What follows belongs to an exercise in optimizing a design on an open flow for a short achievable clock period and few clock cycles; a production flow would make more cautious choices. In this exercise RTL edits were held to simulation tests only and were not proved equivalent to the original. Power and IR drop assume default switching activity.

==> flow/design.v, too long to show whole: its modules and the start of the top module <==
// module ALU: 3219 lines
// module div_r16: 46 lines
module ALU #(
    parameter DATA_W = 32
)
(
    input                       i_clk,    
    input                       i_rst_n,  
    input                       i_valid,  
    input [DATA_W - 1 : 0]      i_A,      
    input [DATA_W - 1 : 0]      i_B,      
    input [         2 : 0]      i_inst,   
    output [2*DATA_W - 1 : 0]   o_data,   
    output                      o_done    
);
  // ...
==> flow/flow/run.sh <==
#!/bin/bash
set -uo pipefail
W=$PWD
M=${MARGIN:-7}
{
  echo 'proc synth {args} { yosys synth -nofsm -noshare {*}$args }'
  echo "proc abc {args} { set i [lsearch \$args -script]; if {\$i >= 0} { lset args [expr {\$i+1}] $W/flow/abc_fast.script }; yosys abc {*}\$args }"
  tail -n +2 synth_recipe.tcl
} > my_synth.tcl
sed "s#SYNTH_SCRIPT=[^ ]*#SYNTH_SCRIPT=$W/my_synth.tcl#" standard.sh > my_standard.sh
K="SETUP_SLACK_MARGIN=$M TNS_END_PERCENT=100"
bash my_standard.sh ADDER_MAP_FILE= synth > log_synth.txt 2>&1 || exit 1
bash my_standard.sh $K floorplan > log_floorplan.txt 2>&1 || exit 1
bash my_standard.sh $K place > log_place.txt 2>&1 || exit 1
bash my_standard.sh $K cts > log_cts.txt 2>&1 || exit 1
bash my_standard.sh $K route > log_route.txt 2>&1 || exit 1
bash my_standard.sh $K finish > log_finish.txt 2>&1 || exit 1
test -f out/final.def
==> flow/flow/abc_fast.script <==
strash
&get -n
&st
&if -g -K 6
&st
&if -g -K 6
&st
&put
dch -f
map -D 1000
topo
stime -c
buffer -c
upsize -c
dnsize -c
==> flow/standard.sh <==
#!/bin/bash
# synth_recipe.tcl (not shown) runs the flow's synth.tcl, then flattens the netlist and writes it again
# the make line also repeats each setting of config.mk as NAME=value (left out here)
make -C /OpenROAD-flow-scripts/flow DESIGN_CONFIG=/design/flow/config.mk WORK_HOME=/design/flow/orfs CLKGATE_MAP_FILE= SYNTH_SCRIPT=/design/flow/synth_recipe.tcl "${@:-finish}"
==> flow/config.mk <==
export PLATFORM = sky130hd
export DESIGN_NAME = ALU
export DESIGN_NICKNAME = ALU
export VERILOG_FILES = /design/flow/design.v
export SDC_FILE = /design/flow/constraint.sdc
export NUM_CORES = 4
export LEC_CHECK = 0
export CAP_MARGIN = 20
export CORE_MARGIN = 2
export CORE_UTILIZATION = 35
export SLEW_MARGIN = 20
==> flow/constraint.sdc <==
create_clock -name core_clock -period 10.0 [get_ports {i_clk}]
set_input_delay 2.0000 -clock core_clock [delete_from_list [all_inputs] [get_ports {i_clk}]]
set_output_delay 2.0000 -clock core_clock [all_outputs]
set_load 0.01 [all_outputs]
==> reports/qor.yml, run 1 <==
outcome:
  status: "stopped before the end"
  haltStage: "global routing"
  stop_error: "[ERROR GRT-0116] Global routing finished with congestion. Check the congestion regions in the DRC Viewer."
clocking:
  numCtsBuffers: 97
  cts_buffer_depth: 3
  h-tree-depth: 3
  cts_resized: 5300
  cts_root_buf: "clkbuf_16"
  holdBufCountCts: 0
logic_synthesis:
  synth.most_common_cell: "nand2_1"
  synth.area.mux_share_pct: 0.105
  synth-compound-area-share_pct: 26.6
  ys_async_sr_fraction_pct: 0.407
  synth_nets: 20000
  yosys.area_share.simple_pct: 40.0
  yosysWarnings: 2
  yosys_register_bits: 737
  synth_fa_ha_area_share_pct: 0.0171
  netlist_top_cells_area: "nand2_1, nor2_1, dfxtp_1, xor2_1, edfxtp_1"
  yosysSeqAreaShare_pct: 14.9
  synth-edff-count: 267
  synth.top_cell.area_share_pct: 15.3
  syn_inst: 20000
die:
  initial_core_util_pct: 35.1
  die-width_um: 582
  boundaryPins: 135
place:
  port_buffers: 134
  place_area_um2: 129000
  dp_hpwl_um: 793000
  gp_congestion: 1.24
global_routing:
  grt_max_degree: 72
Testbench counts, summed over its fixed seeds: cycles 7,298.
==> inputs of run 2 (changes only) <==
--- a/flow/design.v
+++ b/flow/design.v
@@ -6,27 +6,28 @@
     input                       i_rst_n,  
     input                       i_valid,  
     input [DATA_W - 1 : 0]      i_A,      
     input [DATA_W - 1 : 0]      i_B,      
     input [         2 : 0]      i_inst,   
     output [2*DATA_W - 1 : 0]   o_data,   
     output                      o_done    
 );
-reg  [63:0] res;         
+reg  [63:0] dout;        
 reg         done;
 reg         mul_pend;
 reg         div_act;
 reg  [3:0]  div_cnt;
+reg  [64:0] dw;          
 reg  [31:0] div_b1;
 reg  [33:0] div_b3;
 reg  [34:0] div_b5, div_b7;
-reg  [35:0] div_b9, div_b11, div_b13, div_b15;
-reg  [63:0] dout;        
-assign o_data = dout;
+reg         sat_q;       
+reg         sat_neg;     
+assign o_data = {dout[63:32], sat_q ? {sat_neg, {31{~sat_neg}}} : dout[31:0]};
 assign o_done = done;
 wire bo0, bt0, bn0;
 assign bo0 = i_B[0] ^ 1'b0;
 assign bt0 = (i_B[1] & ~i_B[0] & ~1'b0) | (~i_B[1] & i_B[0] & 1'b0);
 assign bn0 = i_B[1] & ~(i_B[0] & 1'b0);
 wire pp0_0 = ((bo0 & i_A[0]) | (bt0 & 1'b0)) ^ bn0;
 wire pp0_1 = ((bo0 & i_A[1]) | (bt0 & i_A[0])) ^ bn0;
 wire pp0_2 = ((bo0 & i_A[2]) | (bt0 & i_A[1])) ^ bn0;
@@ -3124,87 +3125,81 @@
 wire [31:0] add_lo = {1'b0, i_A[30:0]} + {1'b0, i_B[30:0]};
 wire [31:0] sub_lo = {1'b0, i_A[30:0]} + {1'b0, ~i_B[30:0]} + 32'd1;
 wire add_c31 = add_lo[31];
 wire sub_c31 = sub_lo[31];
 wire [31:0] add_s = {i_A[31] ^ i_B[31] ^ add_c31, add_lo[30:0]};
 wire [31:0] sub_s = {i_A[31] ^ ~i_B[31] ^ sub_c31, sub_lo[30:0]};
 wire add_ovf = (i_A[31] == i_B[31]) & (add_c31 != i_A[31]);
 wire sub_ovf = (i_A[31] != i_B[31]) & (sub_c31 != i_A[31]);
-wire [31:0] sat_v = i_A[31] ? 32'h8000_0000 : 32'h7fff_ffff;
-wire [31:0] add_r = add_ovf ? sat_v : add_s;
-wire [31:0] sub_r = sub_ovf ? sat_v : sub_s;
 wire slt_r = (i_A[31] != i_B[31]) ? i_A[31] : ~sub_c31;
 wire [31:0] sll_r = (|i_B[31:5]) ? 32'd0 : (i_A << i_B[4:0]);
-wire [7:0] lt;
+wire [10:0] lt;
 genvar gc;
-generate for (gc = 0; gc < 8; gc = gc + 1) begin : g_lt
-    assign lt[gc] = (i_A >> (4 * gc)) < i_B;
+generate for (gc = 0; gc < 11; gc = gc + 1) begin : g_lt
+    assign lt[gc] = (i_A >> (3 * gc)) < i_B;
 end endgenerate
 wire b_zero = ~|i_B;
-reg [63:0] div_init;
+wire div_triv = b_zero | lt[0];
+reg [64:0] div_init;     
 reg [3:0]  div_c;        
 always @(*) begin
-    if (b_zero)      begin div_init = {i_A, 32'hffff_ffff}; div_c = 4'd0; end
-    else if (lt[0])  begin div_init = {i_A, 32'd0};         div_c = 4'd0; end
-    else if (lt[1])  begin div_init = {32'd0, i_A} << 28;   div_c = 4'd1; end
-    else if (lt[2])  begin div_init = {32'd0, i_A} << 24;   div_c = 4'd2; end
-    else if (lt[3])  begin div_init = {32'd0, i_A} << 20;   div_c = 4'd3; end
-    else if (lt[4])  begin div_init = {32'd0, i_A} << 16;   div_c = 4'd4; end
-    else if (lt[5])  begin div_init = {32'd0, i_A} << 12;   div_c = 4'd5; end
-    else if (lt[6])  begin div_init = {32'd0, i_A} << 8;    div_c = 4'd6; end
-    else if (lt[7])  begin div_init = {32'd0, i_A} << 4;    div_c = 4'd7; end
-    else             begin div_init = {32'd0, i_A};         div_c = 4'd8; end
+    if      (lt[1])  begin div_init = {33'd0, i_A} << 30; div_c = 4'd1;  end
+    else if (lt[2])  begin div_init = {33'd0, i_A} << 27; div_c = 4'd2;  end
+    else if (lt[3])  begin div_init = {33'd0, i_A} << 24; div_c = 4'd3;  end
+    else if (lt[4])  begin div_init = {33'd0, i_A} << 21; div_c = 4'd4;  end
+    else if (lt[5])  begin div_init = {33'd0, i_A} << 18; div_c = 4'd5;  end
+    else if (lt[6])  begin div_init = {33'd0, i_A} << 15; div_c = 4'd6;  end
+    else if (lt[7])  begin div_init = {33'd0, i_A} << 12; div_c = 4'd7;  end
+    else if (lt[8])  begin div_init = {33'd0, i_A} << 9;  div_c = 4'd8;  end
+    else if (lt[9])  begin div_init = {33'd0, i_A} << 6;  div_c = 4'd9;  end
+    else if (lt[10]) begin div_init = {33'd0, i_A} << 3;  div_c = 4'd10; end
+    else             begin div_init = {33'd0, i_A};       div_c = 4'd11; end
 end
 reg [63:0] valid_res;
 always @(*) begin
     case (i_inst)
-        3'd0: valid_res = {32'd0, add_r};
-        3'd1: valid_res = {32'd0, sub_r};
+        3'd0: valid_res = {32'd0, add_s};
+        3'd1: valid_res = {32'd0, sub_s};
         3'd2: valid_res = {32'd0, i_A & i_B};
         3'd3: valid_res = {32'd0, i_A | i_B};
         3'd4: valid_res = {63'd0, slt_r};
         3'd5: valid_res = {32'd0, sll_r};
         3'd6: valid_res = {32'd0, i_A & i_B};
-        default: valid_res = div_init;
+        default: valid_res = {i_A, {32{b_zero}}};    
     endcase
 end
 wire [31:0] dr;
-wire [3:0]  dq;
-div_r16 u_st (.r(res[63:32]), .t(res[31:28]), .b1(div_b1), .b3(div_b3), .b5(div_b5), .b7(div_b7),
-              .b9(div_b9), .b11(div_b11), .b13(div_b13), .b15(div_b15), .r_o(dr), .q(dq));
-wire [63:0] div_next = {dr, res[27:0], dq};
-wire [35:0] bx  = {4'b0, i_B};
-wire [33:0] m3  = bx[33:0] + {bx[32:0], 1'b0};
-wire [34:0] m5  = bx[34:0] + {bx[32:0], 2'b0};
-wire [34:0] m7  = {bx[31:0], 3'b0} - bx[34:0];
-wire [35:0] m9  = bx + {bx[32:0], 3'b0};
-wire [35:0] m15 = {bx[31:0], 4'b0} - bx;
-wire [35:0] c11s = {bx[32:0], 3'b0} ^ {bx[34:0], 1'b0} ^ bx;
-wire [35:0] c11c = (({bx[32:0], 3'b0} & {bx[34:0], 1'b0}) | ({bx[32:0], 3'b0} & bx) | ({bx[34:0], 1'b0} & bx));
-wire [35:0] m11 = c11s + {c11c[34:0], 1'b0};
-wire [35:0] c13s = {bx[32:0], 3'b0} ^ {bx[33:0], 2'b0} ^ bx;
-wire [35:0] c13c = (({bx[32:0], 3'b0} & {bx[33:0], 2'b0}) | ({bx[32:0], 3'b0} & bx) | ({bx[33:0], 2'b0} & bx));
-wire [35:0] m13 = c13s + {c13c[34:0], 1'b0};
-wire div_start = i_valid & (i_inst == 3'd7) & (div_c != 4'd0);
-wire [63:0] res_d = i_valid ? valid_res : mul_pend ? prod : div_next;
+wire [2:0]  dq;
+div_r8 u_st (.r(dw[64:33]), .t(dw[32:30]), .b1(div_b1), .b3(div_b3), .b5(div_b5), .b7(div_b7),
+             .r_o(dr), .q(dq));
+wire [64:0] dw_next = {dr, dw[29:0], dq};
+wire [34:0] bx = {3'b0, i_B};
+wire [33:0] m3 = bx[33:0] + {bx[32:0], 1'b0};
+wire [34:0] m5 = bx + {bx[32:0], 2'b0};
+wire [34:0] m7 = {bx[31:0], 3'b0} - bx;
+wire div_start = i_valid & (i_inst == 3'd7) & ~div_triv;
+always @(posedge i_clk) begin
+    sat_q   <= i_valid & ((i_inst == 3'd0 & add_ovf) | (i_inst == 3'd1 & sub_ovf));
+    sat_neg <= i_A[31];
+end
+always @(posedge i_clk) begin
+    if (i_valid)       dout <= valid_res;
+    else if (mul_pend) dout <= prod;
+    else               dout <= {dw_next[64:33], dw_next[31:0]};
+end
 always @(posedge i_clk) begin
-    res  <= res_d;
-    dout <= (i_valid | mul_pend | div_act) ? res_d : 64'd0;
+    dw <= i_valid ? div_init : dw_next;
 end
 always @(posedge i_clk) begin
     if (i_valid) begin
         div_b1  <= i_B;
         div_b3  <= m3;
         div_b5  <= m5;
         div_b7  <= m7;
-        div_b9  <= m9;
-        div_b11 <= m11;
-        div_b13 <= m13;
-        div_b15 <= m15;
         div_cnt <= div_c;
     end else if (div_act) begin
         div_cnt <= div_cnt - 4'd1;
     end
 end
 always @(posedge i_clk or negedge i_rst_n) begin
     if (!i_rst_n) begin
         done     <= 1'b0;
@@ -3212,54 +3207,45 @@
         div_act  <= 1'b0;
     end else begin
         done     <= (i_valid & ~(i_inst == 3'd6) & ~div_start) | mul_pend | (div_act & (div_cnt == 4'd1));
         mul_pend <= i_valid & (i_inst == 3'd6);
         div_act  <= div_start | (div_act & (div_cnt != 4'd1));
     end
 end
 endmodule
-module div_r16 (
+module div_r8 (
     input  [31:0] r,
-    input  [3:0]  t,
+    input  [2:0]  t,
     input  [31:0] b1,
     input  [33:0] b3,
     input  [34:0] b5, b7,
-    input  [35:0] b9, b11, b13, b15,
     output reg [31:0] r_o,
-    output reg [3:0]  q
+    output reg [2:0]  q
 );
-    wire [35:0] tt = {r, t};
-    wire [35:0] m [1:15];
-    assign m[1]  = {4'b0, b1};
-    assign m[2]  = {3'b0, b1, 1'b0};
-    assign m[3]  = {2'b0, b3};
-    assign m[4]  = {2'b0, b1, 2'b0};
-    assign m[5]  = {1'b0, b5};
-    assign m[6]  = {1'b0, b3, 1'b0};
-    assign m[7]  = {1'b0, b7};
-    assign m[8]  = {1'b0, b1, 3'b0};
-    assign m[9]  = b9;
-    assign m[10] = {b5, 1'b0};
-    assign m[11] = b11;
-    assign m[12] = {b3, 2'b0};
-    assign m[13] = b13;
-    assign m[14] = {b7, 1'b0};
-    assign m[15] = b15;
-    wire [36:0] d [1:15];
-    wire [15:0] ge;
+    wire [34:0] tt = {r, t};
+    wire [34:0] m [1:7];
+    assign m[1] = {3'b0, b1};
+    assign m[2] = {2'b0, b1, 1'b0};
+    assign m[3] = {1'b0, b3};
+    assign m[4] = {1'b0, b1, 2'b0};
+    assign m[5] = b5;
+    assign m[6] = {b3, 1'b0};
+    assign m[7] = b7;
+    wire [35:0] d [1:7];
+    wire [7:0] ge;
     assign ge[0] = 1'b1;
     genvar gk;
-    generate for (gk = 1; gk < 16; gk = gk + 1) begin : g_d
+    generate for (gk = 1; gk < 8; gk = gk + 1) begin : g_d
         assign d[gk]  = {1'b0, tt} - {1'b0, m[gk]};
-        assign ge[gk] = ~d[gk][36];
+        assign ge[gk] = ~d[gk][35];
     end endgenerate
     integer k;
     always @(*) begin
         r_o = tt[31:0];
-        q   = 4'd0;
-        for (k = 1; k < 16; k = k + 1)
+        q   = 3'd0;
+        for (k = 1; k < 8; k = k + 1)
             if (ge[k]) begin
                 r_o = d[k][31:0];
                 q   = k;
             end
     end
 endmodule
==> flow/flow/run.sh (replaced) <==
#!/bin/bash
# The standard layout (standard.sh) with these changes:
#  - synthesis maps with a delay-oriented ABC script (flow/abc_fast.script) instead of
#    ORFS's abc_speed script; everything else in synth_recipe.tcl is kept as is
#  - full adders are left to ABC (no extract_fa / adder cell map); registers are unchanged
#  - port buffers are buf_4 cells rather than the default delay-cell choice
set -uo pipefail
W=$PWD
M=${MARGIN:-6}
{
  echo 'proc synth {args} { yosys synth -nofsm -noshare {*}$args }'
  echo "proc abc {args} { set i [lsearch \$args -script]; if {\$i >= 0} { lset args [expr {\$i+1}] $W/flow/abc_fast.script }; yosys abc {*}\$args }"
  tail -n +2 synth_recipe.tcl
} > my_synth.tcl
sed "s#SYNTH_SCRIPT=[^ ]*#SYNTH_SCRIPT=$W/my_synth.tcl#" standard.sh > my_standard.sh
K="SETUP_SLACK_MARGIN=$M TNS_END_PERCENT=10"
BP="BUFFER_PORTS_ARGS=-buffer_cell sky130_fd_sc_hd__buf_4"
bash my_standard.sh ADDER_MAP_FILE= synth > log_synth.txt 2>&1 || exit 1
bash my_standard.sh $K "$BP" floorplan > log_floorplan.txt 2>&1 || exit 1
bash my_standard.sh $K "$BP" place > log_place.txt 2>&1 || exit 1
bash my_standard.sh $K "$BP" cts > log_cts.txt 2>&1 || exit 1
bash my_standard.sh $K "$BP" route > log_route.txt 2>&1 || exit 1
bash my_standard.sh $K "$BP" finish > log_finish.txt 2>&1 || exit 1
test -f out/final.def
==> run 2 against run 1 <==
Against the previous run:
- the run now finishes clean
- area after synthesis fell by 25%
- synthesized cell count fell by 26%
==> reports/qor.yml, run 2 <==
final_layout:
  multiInputGateArea_um2: 71700
  drive_gt1_share_pct: 14.9
  seq_area_um2: 13600
  fin_cells: 18400
  largest_reg_flops: 339
  area_growth_pct: 20.2
  layout_common_cells: "nand2_1, nor2_1, nand3_1, inv_1, a21oi_1"
  final_common_cell: "nand2_1"
  reg_top3: "mreg: 339 flops, dw: 65 flops, dout: 64 flops"
  regMostFlops: "mreg"
  nets: 15100
  nFillCells: 27100
detailed_routing:
  vias_per_cell: 6.45
  routedWlPerCell_um: 32.2
  drtAntennaViolNets: 0
  num_vias: 119000
  drt-initial-drc-count: 17900
  routed_wl_um: 595000
  firstDrtPassIters: 7
  drc_errors: 0
die:
  initial_core_util_pct: 35.3  # +0.16 points
  boundaryPins: 135  # unchanged
  dieArea_um2: 255000
  die-width_um: 505  # -13%
  fp-row-count: 183
  fp.dieH_um: 505
  core_area_um2: 249000
power_and_ir_drop:
  seqPwrFrac_pct: 9.3
  intPower_w: 0.0156
  p_sw_w: 0.0302
  combinationalPowerShare_pct: 83.2
  power_density_nw_per_um2: 434
  p_sw_share_pct: 65.9
  ir_drop_mv: 0.407
  clkPwrFrac_pct: 7.4
  p_leak_nw: 45.6
global_routing:
  grt_overflow_total: 0
  grt_pass1_vias: 106000
  grt_util_met2_pct: 60.3
  track_usage_pct: 43.8
  met3_usage_pct: 16.5
  antenna_found_initial: 49
  top_usage_layer: "met2"
  use_met1_pct: 55.8
  grt_pass1_wl_um: 807000
  grt_max_degree: 56
clocking:
  clkLatencyLatePin_ns: 0.81
  cts_root_buf: "clkbuf_16"
  cts_buffer_depth: 3  # unchanged
  holdBufCountCts: 0  # unchanged
  cts_num_sinks: 608
  cts_tree: "built"
  path_clk_slew_ns: 0.07
  h-tree-depth: 3  # unchanged
  numCtsBuffers: 85  # -12%
place:
  dp_hpwl_um: 451000  # -43%
  placed_cells: 17800
  gp_congestion: 1.13  # -9.3%
  port_buffers: 134  # unchanged
job:
  maxCapViolations: 0
setup_path:
  setup.worst_path.end_class: "flip-flop"
  worstPathArrival_ns: 5.01
  crit_chain: "buf_12 -> inv_12 -> buf_16 -> o21ai_1 -> nor2_1 -> a31oi_2 -> o21ai_1 -> o211ai_1 -> a21oi_2 -> nand4_1 -> o21ai_2 -> a31oi_1"
  cp-start-kind: "input pin"
  crit_required_ns: 10.67
  critPathMaxStageDelay_ns: 0.59
  worstPathMaxFanout: 19
  cp_common_cell: "o21ai_1"
  crit_type: "input pin to flip-flop"
  slowest_stage: "nand4_1"
sta:
  min_period_ns: 4.34
  setup_violations: 0
  setup_tns_ns: 0
  grt_setup_unrepaired: "true"
  maxSlewHeadroom_pct: 4.20
  worst_pin_slew_ns: 1.42
  hold_violations: 0
  min_period_over_period_pct: 43.4
  max_freq_ghz: 0.230
  maxSlewViolCount: 0
  finalClockSkew_ns: 0.110
logic_synthesis:
  yosysWarnings: 2  # unchanged
  yosysTopAreaCell: "nand2_1"
  synthesis.area_um2: 87900
  synth_common_cells: "nand2_1, nor2_1, nand3_1, inv_1, o21ai_0"
  netlist_top_cells_area: "nand2_1, dfxtp_1, xor2_1, nor2_1, nand3_1"
  ys.flop_type: "dfxtp_1"
  yosysSeqAreaShare_pct: 15.4  # +0.49 points
  synth_nets: 14900  # -26%
  avgSynthCellArea_um2: 5.94
  synthDistinctLibCells: 105
  yosys_register_bits: 608  # -18%
  synth.top_cell.area_share_pct: 14.8  # -0.52 points
  ys_async_sr_fraction_pct: 0.493  # +0.086 points
  syn_inst: 14800  # -26%
  synth-edff-count: 135  # -49%
  synth.most_common_cell: "nand2_1"
hold_path:
  hold_path_class: "flip-flop to flip-flop"
outcome:
  status: "timing/DRC/antenna clean"
==> run 2: cell types whose count changed after synthesis, moves of 74 or more <==
cell | before | now
a21oi_1 | 1445 | 876
a31oi_1 | 204 | 130
nand3_1 | 1339 | 1032
nor3_1 | 204 | 127
nand2_1 | 4765 | 3460
xnor2_1 | 313 | 178
xor2_1 | 997 | 807
edfxtp_1 | 267 | 135
inv_1 | 1326 | 934
nor2_1 | 2737 | 1805
nand4_1 | 802 | 613
o21ai_0 | 1127 | 887
==> run 2: area by class of cell <==
| type | count | share of cell area (%) |
|---|---|---|
| multi-input cells | 12500 | 67.8 |
| flip-flops and latches | 608 | 12.8 |
| repair buffers | 782 | 8.20 |
| inverters | 1017 | 4.21 |
| well taps | 3330 | 3.94 |
| clock buffers | 103 | 2.17 |
| clock inverters | 57 | 0.715 |
| diodes | 27 | 0.0639 |
| repair inverters | 3 | 0.0213 |
==> run 2: power groups by stage <==
stage	registers [W]	clock network, W	logic [W]
after floorplan	0.00381	0	0.0207
after global placement	0.00434	0	0.0334
after detailed placement	0.00435	0	0.0332
after CTS	0.00424	0.00342	0.0347
after global routing	0.00435	0.00351	0.0394
final	0.00428	0.00341	0.0382
==> run 2: cells by family (layout without fill, tap and decap cells) <==
family	count (synthesis)	after routing	share of synthesized area, %
AOI/OAI and AO/OA	3777	3777	26.8
xor gates and xnor gates	997	997	10.1
adders and majority gates	14	14	0.159
buffers and inverters	1678	1962	7.93
DFF	608	608	15.4
muxes	2	2	0.0228
other	0	27	0
and+or+nand+nor	7729	7732	39.6
==> run 2: what timing repair did <==
action                                  in CTS  in global routing
endpoints found under the setup margin     442                316
setup buffers                              258                160
pin swaps                                  104                116
resized for setup                         1033                517
hold endpoints to repair                     0                  0
cloned                                      25                 10
==> run 2: worst paths after layout <==
check	from	slack (ns)	end	cells after the start
setup / recovery	i_A[21]	5.66	dout[23]$_DFF_P_	12
hold / removal	dw[0]$_DFF_P_	0.43	dw[3]$_DFF_P_	2
setup reg to reg	div_b3[25]$_DFFE_PP_	5.66	dout[60]$_DFF_P_	13
hold reg to reg	dw[0]$_DFF_P_	0.43	dw[3]$_DFF_P_	2
max in group asynchronous	i_rst_n	8.83	div_act$_DFF_PN0_	1
min in group asynchronous	i_rst_n	1.04	div_act$_DFF_PN0_	1
==> run 2: through the flow <==
stage,utilization (%),hold slack (ns),worst slack (ns),power (W),cell area (um^2)
2_1_floorplan,-,0.423,5.90,0.0245,88400
3_3_place_gp,36.9,0.450,3.47,0.0377,91900
3_5_place_dp,36.9,0.452,3.44,0.0376,92000
4_1_cts,41.0,0.432,5.80,0.0424,102000
5_1_grt,42.4,0.481,5.72,0.0473,106000
6_report,42.4,0.428,5.66,0.0458,106000
==> run 2: critical path: cells and delay by family <==
kind | cells | cell delay [ns]
AND/OR/NAND/NOR | 2 | 0.75
AO/OA/AOI/OAI | 7 | 1.61
buffers and inverters | 3 | 0.61
==> run 2: routing by layer <==
metal,share of wire (%),up-vias
met5,0.058,-
met4,8.6,28
met3,15,2068
met2,38,8572
met1,39,55900
li1,-,52400
Testbench counts of run 2, summed over its fixed seeds: cycles 7,423.
==> inputs of run 3 (changes only) <==
--- a/flow/config.mk
+++ b/flow/config.mk
@@ -7,5 +7,5 @@
 export LEC_CHECK = 0
 export CAP_MARGIN = 20
 export CORE_MARGIN = 2
-export CORE_UTILIZATION = 35
+export CORE_UTILIZATION = 40
 export SLEW_MARGIN = 20
==> run 3 against run 2 <==
Against the previous run:
- utilization up 5.8 points
- clock power shrank 4%
- still clean on timing, DRC and antenna
- first-iteration DRC count up 7.9%
==> reports/qor.yml, run 3 <==
logic_synthesis:
  synthDistinctLibCells: 105  # unchanged
  yosysTopAreaCell: "nand2_1"
  yosys.area_share.simple_pct: 39.6  # unchanged
  synth_top_family_by_area: "simple AND/OR/NAND/NOR gates"
  synth.area.mux_share_pct: 0.0228  # unchanged
  synth-xor-area-share_pct: 10.1  # unchanged
  synth_nets: 14900  # unchanged
  ys.flop_type: "dfxtp_1"
  yosysWarnings: 2  # unchanged
  synthesis.area_um2: 87900  # unchanged
  netlist_top_cells_area: "nand2_1, dfxtp_1, xor2_1, nor2_1, nand3_1"
  yosys_register_bits: 608  # unchanged
  yosysSeqAreaShare_pct: 15.4  # unchanged
  synth.most_common_cell: "nand2_1"
  synth-compound-area-share_pct: 26.8  # unchanged
  synth_fa_ha_area_share_pct: 0.159  # unchanged
  syn_inst: 14800  # unchanged
  synth-edff-count: 135  # unchanged
  synth_common_cells: "nand2_1, nor2_1, nand3_1, inv_1, o21ai_0"
  ys_async_sr_fraction_pct: 0.493  # unchanged
  avgSynthCellArea_um2: 5.94  # unchanged
  synth.top_cell.area_share_pct: 14.8  # unchanged
sta:
  min_period_ns: 4.46  # +0.115 ns
  setup_tns_ns: 0  # unchanged
  maxSlewHeadroom_pct: 9.34  # +5.1 points
  grt_setup_unrepaired: "true"
  maxSlewViolCount: 0  # unchanged
  min_period_over_period_pct: 44.6  # +1.2 points
  layout_setup_ws_ns: 5.54  # -0.115 ns
  worst_pin_slew_ns: 1.36  # -0.0620 ns
  max_freq_ghz: 0.224  # -2.6%
  setup_violations: 0  # unchanged
  finalClockSkew_ns: 0.0650  # -0.0446 ns
  hold_violations: 0  # unchanged
place:
  gp_congestion: 1.14  # +1.4%
  place_worst_setup_slack_ns: 3.48  # +0.0388 ns
  dp_hpwl_um: 446000  # -1.0%
  port_buffers: 134  # unchanged
detailed_routing:
  num_vias: 121000  # +1.5%
  routedWlPerCell_um: 32.9  # +2.2%
  drc_errors: 0  # unchanged
  routed_wl_um: 593000  # -0.25%
  drt-initial-drc-count: 19300  # +7.9%
  drtAntennaViolNets: 0  # unchanged
  vias_per_cell: 6.70  # +4.0%
  firstDrtPassIters: 10  # +3
final_layout:
  nets: 15100  # +0.18%
  regMostFlops: "mreg"
  largest_reg_flops: 339  # unchanged
  area_growth_pct: 20.3  # about the same
  layout_common_cells: "nand2_1, nor2_1, nand3_1, inv_1, xor2_1"
  final_common_cell: "nand2_1"
  drive_gt1_share_pct: 15.6  # +0.70 points
  reg_top3: "mreg: 339 flops, dw: 65 flops, dout: 64 flops"
  nFillCells: 23300  # -14%
setup_path:
  crit_start: "dw[32]$_DFF_P_"
  crit_end: "dout[60]$_DFF_P_"
  worstPathMaxFanout: 11  # -8
  setup.worst_path.end_class: "flip-flop"
  rr_endpoint: "dout[60]$_DFF_P_"
  cp-start-kind: "flip-flop"
  crit_required_ns: 10.44  # -0.23 ns
  ff2ff_setup_slack_ns: 5.54  # -0.12 ns
  r2r-start: "dw[32]$_DFF_P_"
  worstPathArrival_ns: 4.90  # -0.11 ns
  crit_type: "flip-flop to flip-flop"
  rr_worst_depth: 13  # unchanged
outcome:
  status: "timing/DRC/antenna clean"
hold_path:
  hold_path_class: "flip-flop to flip-flop"
power_and_ir_drop:
  intPower_w: 0.0155  # -0.64%
  power_density_nw_per_um2: 436  # +0.45%
  p_sw_share_pct: 66.3  # +0.38 points
  p_sw_w: 0.0305  # +1.1%
  p_leak_nw: 45.8  # +0.42%
  seqPwrFrac_pct: 9.5  # +0.2 points
  ir_drop_mv: 0.501  # +23%
  combinationalPowerShare_pct: 83.5  # +0.3 points
  clkPwrFrac_pct: 7.1  # -0.3 points
global_routing:
  antenna_found_initial: 53  # +8.2%
  grt_overflow_total: 0  # unchanged
  grt_pass1_vias: 106000  # -0.47%
  grt_pass1_wl_um: 802000  # -0.62%
  track_usage_pct: 49.9  # +6.1 points
  grt_max_degree: 68  # +21%
die:
  dieArea_um2: 223000  # -12%
  die-width_um: 473  # -6.4%
  fp.dieH_um: 473  # -6.4%
  boundaryPins: 135  # unchanged
  core_area_um2: 219000  # -12%
  initial_core_util_pct: 40.1  # +4.8 points
  fp-row-count: 172  # -6.0%
clocking:
  path_clk_slew_ns: 0.06  # about the same
  h-tree-depth: 3  # unchanged
  cts_root_buf: "clkbuf_16"
  cts_buffer_depth: 3  # unchanged
  clkLatencyLatePin_ns: 0.80  # about the same
  cts_tree: "built"
  cts_num_sinks: 608  # unchanged
  holdBufCountCts: 0  # unchanged
  numCtsBuffers: 84  # -1.2%
job:
  maxCapViolations: 0  # unchanged
[run 3: changes by cell type in the layout (fill, tap and decap cells not counted), sizes merged, moves of 4 or more]
cell      before  now
clkinvlp      46   42
bufinv        10    4
clkinv        49   45
buf          751  777
[run 3: worst min path at each step]
stage / start / endpoint / cells after the start
after floorplan: dw[9]$_DFF_P_ / dw[12]$_DFF_P_ / 2
after global placement: dw[2]$_DFF_P_ / dw[5]$_DFF_P_ / 2
after detailed placement: dw[2]$_DFF_P_ / dw[5]$_DFF_P_ / 2
after CTS: dw[3]$_DFF_P_ / dw[6]$_DFF_P_ / 2
after global routing: dw[3]$_DFF_P_ / dw[6]$_DFF_P_ / 2
final: dw[3]$_DFF_P_ / dw[6]$_DFF_P_ / 2
[run 3: cells by family after synthesis]
logic type               count (synthesis)
adder cells (fa/ha/maj)                 14
XOR/XNOR                               997
flip-flops                             608
multiplexers                             2
AO/OA/AOI/OAI                         3777
AND/OR/NAND/NOR                       7729
buffers and inverters                 1678
[run 3: worst max-delay path: stages, from the launching register on]
cell and delay (ns):
dfxtp_2 0.47, inv_2 0.28, nor2_1 0.10, a21oi_1 0.53, o31ai_4 0.25, a21o_1 0.32
nand2_1 0.10, nand2_1 0.13, nand3_1 0.19, nor2_1 0.08, o31ai_1 0.22, nand3_1 0.27
nand4_1 0.56, nand4_1 0.63
[run 3: power by group through the flow]
stage	clock, W	combinational (W)	sequential [W]
CTS	0.00325	0.0351	0.00430
global route	0.00333	0.0398	0.00441
global placement	0	0.0332	0.00441
finish	0.00326	0.0385	0.00436
floorplan	0	0.0207	0.00381
detailed placement	0	0.0330	0.00441
[run 3: metal layers]
| metal | share of wire (%) | global-route usage (%) | vias to the layer above | wire length, um |
|---|---|---|---|---|
| li1 | - | - | 52400 | - |
| met1 | 37 | 63.3 | 56200 | 222000 |
| met2 | 37 | 67.2 | 9638 | 221000 |
| met3 | 16 | 21.4 | 2392 | 96500 |
| met4 | 8.9 | 34.3 | 46 | 52800 |
| met5 | 0.11 | 0.887 | - | 648 |
[run 3: area by class of cell]
cell class                 count  area, um^2  share of cell area [%]
timing repair buffer         807        8850                    8.37
tap                         2871        3590                    3.40
sequential                   608       13600                    12.8
antenna                       24        60.1                  0.0568
multi-input combinational  12500       72300                    68.4
clock inverter                46         517                   0.489
inverter                    1017        4480                    4.24
timing repair inverter         3        20.0                  0.0189
clock buffer                 106        2320                    2.19
[run 3: timing repair]
action	in CTS	in global routing
hold endpoints to repair	0	0
buffers inserted	281	166
gates cloned	27	14
gates resized for setup	1126	574
pin swaps	136	148
endpoints found under the setup margin	417	326
[run 3: through the flow]
stage          instances  power [W]  util (%)  hold slack, ns  cell area [um^2]
6_report           18000     0.0461      48.2           0.461            106000
5_1_grt            18000     0.0475      48.2           0.483            106000
4_1_cts            17800     0.0426      46.5           0.445            102000
3_5_place_dp       17300     0.0374      41.7           0.453             91300
3_3_place_gp       17300     0.0376      41.7           0.460             91300
2_1_floorplan      14800     0.0245         -           0.423             88400

[what the ideal ports hide]
No port has a modelled driver above. Below, the same layouts with a new extraction and two added sets of constraints.
Step 1: set_driving_cell puts a clkbuf_16 on i_clk and a buf_2 on each other input, an assumption about the parent block.
Step 2 times the ports against the registers' clock, not the clock port: input delays grow and output delays shrink by t, the midpoint of the rising clock arrivals with the driver on.
Three values: ideal, step 1, step 2; two values: the first two.
run | shift t [ns] | setup WS [ns] | worst hold slack (ns) | pins driven straight from the clock port
run 2 | 0.860 | 5.656 / 5.517 / 4.657 | 0.428 / 0.428 / 0.428 | 1
run 3 | 0.870 | 5.541 / 5.508 / 4.638 | 0.461 / 0.461 / 0.461 | 1
After both steps every run listed still meets setup and hold. The setup slack of run 2, which loses most, moves by -0.139 ns with the drivers and by -0.999 ns with both steps.
